From an optimization exercise on the open Yosys and OpenROAD flow, aimed at small area; shortcuts taken in it are not production practice. The RTL was checked by simulation tests, not by an equivalence proof against the original design. No activity file was given, so power comes from the tool's default toggle rates.

purple:
==> flow/design.v (excerpt) <==
module BombSquad(user_cred, submit_button, rotate_button, verify_button, clk, rst, timer_sevseg1, timer_sevseg2, timer_sevseg3, puzzle_sevseg1, puzzle_sevseg2, puzzle_sevseg3, puzzle_sevseg4, lcd_on, lcd_en, lcd_flag, led_g, led_r);
  input [7:0] user_cred;
  wire [7:0] user_cred;
  input submit_button;
  wire submit_button;
  input rotate_button;
  wire rotate_button;
  input verify_button;
  wire verify_button;
  input clk;
  wire clk;
  input rst;
  wire rst;
  output [6:0] timer_sevseg1;
  wire [6:0] timer_sevseg1;
  output [6:0] timer_sevseg2;
  wire [6:0] timer_sevseg2;
  output [6:0] timer_sevseg3;
  wire [6:0] timer_sevseg3;
  output [6:0] puzzle_sevseg1;
  wire [6:0] puzzle_sevseg1;
  output [6:0] puzzle_sevseg2;
  wire [6:0] puzzle_sevseg2;
  output [6:0] puzzle_sevseg3;
  wire [6:0] puzzle_sevseg3;
  output [6:0] puzzle_sevseg4;
  wire [6:0] puzzle_sevseg4;
  output lcd_on;
  wire lcd_on;
  output lcd_en;
  wire lcd_en;
  output [9:0] lcd_flag;
  wire [9:0] lcd_flag;
  output [7:0] led_g;
  wire [7:0] led_g;
  output [17:0] led_r;
  wire [17:0] led_r;
  wire pre_0000;
  wire pre_0001;
  wire pre_0002;
  wire pre_0003;
  wire pre_0004;
  wire pre_0005;
  wire pre_0006;
  wire pre_0007;
  wire pre_0008;
  wire pre_0009;
  wire pre_0010;
  wire pre_0011;
  wire pre_0012;
  wire pre_0013;
  wire pre_0014;
  wire pre_0015;
  wire pre_0016;
  wire pre_0017;
  wire pre_0018;
  wire pre_0019;
  wire pre_0020;
  wire pre_0021;
  wire pre_0022;
  wire pre_0023;
  wire pre_0024;
  wire pre_0025;
  wire pre_0026;
  wire pre_0027;
  wire pre_0028;
  wire pre_0029;
  wire pre_0030;
  wire pre_0031;
  wire pre_0032;
  wire pre_0033;
  wire pre_0034;
  wire pre_0035;
  wire pre_0036;
  wire pre_0037;
  wire pre_0038;
  wire pre_0039;
  wire pre_0040;
  wire pre_0041;
  wire pre_0042;
  wire pre_0043;
  wire pre_0044;
  wire pre_0045;
  wire pre_0046;
  wire pre_0047;
  wire pre_0048;
  wire pre_0049;
  wire pre_0050;
  wire pre_0051;
  wire pre_0052;
  ...
==> flow/config.mk <==
export PLATFORM = sky130hd
export DESIGN_NAME = BombSquad
export DESIGN_NICKNAME = BombSquad
export VERILOG_FILES = /design/flow/design.v
export SDC_FILE = /design/flow/constraint.sdc
export NUM_CORES = 4
export LEC_CHECK = 0
export ABC_AREA = 1
export CAP_MARGIN = 20
export CORE_MARGIN = 2
export CORE_UTILIZATION = 60
export CTS_BUF_LIST = sky130_fd_sc_hd__clkbuf_8
export SLEW_MARGIN = 20
==> flow/constraint.sdc <==
create_clock -name core_clock -period 10.0 [get_ports {clk}]
set_input_delay 2.0000 -clock core_clock [delete_from_list [all_inputs] [get_ports {clk}]]
set_output_delay 2.0000 -clock core_clock [all_outputs]
set_load 0.01 [all_outputs]
standard.sh (not shown) runs the stock make flow with config.mk's settings and CLKGATE_MAP_FILE= SYNTH_SCRIPT=/design/flow/synth_recipe.tcl, a recipe that flattens the netlist after the stock synthesis.
==> flow/flow/run.sh <==
#!/bin/bash
# Layout flow: the standard flow (standard synthesis, floorplan, power
# grid, placement, CTS, routing) with two changes:
#  - the port buffers that global placement puts on every input and output
#    are the smallest buffer, sky130_fd_sc_hd__buf_1, instead of the cell
#    buffer_ports picks by default;
#  - clock tree synthesis runs with ORFS's usual arguments plus
#    -dont_use_dummy_load, so it adds no dummy load cells to the clock nets.
set -euo pipefail
export BUFFER_PORTS_ARGS="-buffer_cell sky130_fd_sc_hd__buf_1"
export CTS_ARGS="-sink_clustering_enable -repair_clock_nets -dont_use_dummy_load -buf_list sky130_fd_sc_hd__clkbuf_8"
bash standard.sh finish > standard_flow.log 2>&1
diff inputs: purple => red
==> flow/run.sh (new file) <==
#!/bin/bash
# synth_recipe.tcl (not shown) runs the flow's synth.tcl, then flattens the netlist and writes it again
# the make line also repeats each setting of config.mk as NAME=value (left out here)
make -C /OpenROAD-flow-scripts/flow DESIGN_CONFIG=/design/flow/config.mk WORK_HOME=/design/flow/orfs CLKGATE_MAP_FILE= SYNTH_SCRIPT=/design/flow/synth_recipe.tcl finish
removed: flow/flow/run.sh
removed: flow/standard.sh
Results
red | status: complete | timing, DRC, antenna: pass
Any difference in hold slack between red and purple is small enough to ignore.
Number of standard cells in the layout, taps in and fillers out (higher): red
Detailed route, red vs purple: via total higher for red
Of red and purple, it is red that has the higher power drawn by the clock network.
Area growth from synthesis to final layout: purple and red compared, lower one is purple
Peak fanout along the critical path for red: 13 down relative to purple

## port drivers added, routing unchanged
How much do the figures lean on ideal ports? The routed layouts below were timed once more, with nothing changed but the port constraints.
Step 1 assumes that a clkbuf_16 drives the clock port and a buf_2 every other input.
Step 2 adds t to the input delays and takes it off the output delays; t is the mean of the earliest and latest rising clock arrival at the registers after step 1. Input paths then give back, and output paths get back, about the clock's delay inside the block.
a / b / c = no drivers / after step 1 / after step 2; a / b = the first two.
| run | t (ns) | setup WS [ns] | hold WS [ns] | worst register clock-pin slew, ns |
|---|---|---|---|---|
| purple | 0.486 | 4.401 / 4.361 / 4.847 | 0.356 / 0.356 / 0.356 | 0.08 / 0.08 |
| red | 0.511 | 4.312 / 4.271 / 4.782 | 0.354 / 0.354 / 0.354 | 0.11 / 0.11 |
After both steps every run listed still meets setup and hold.
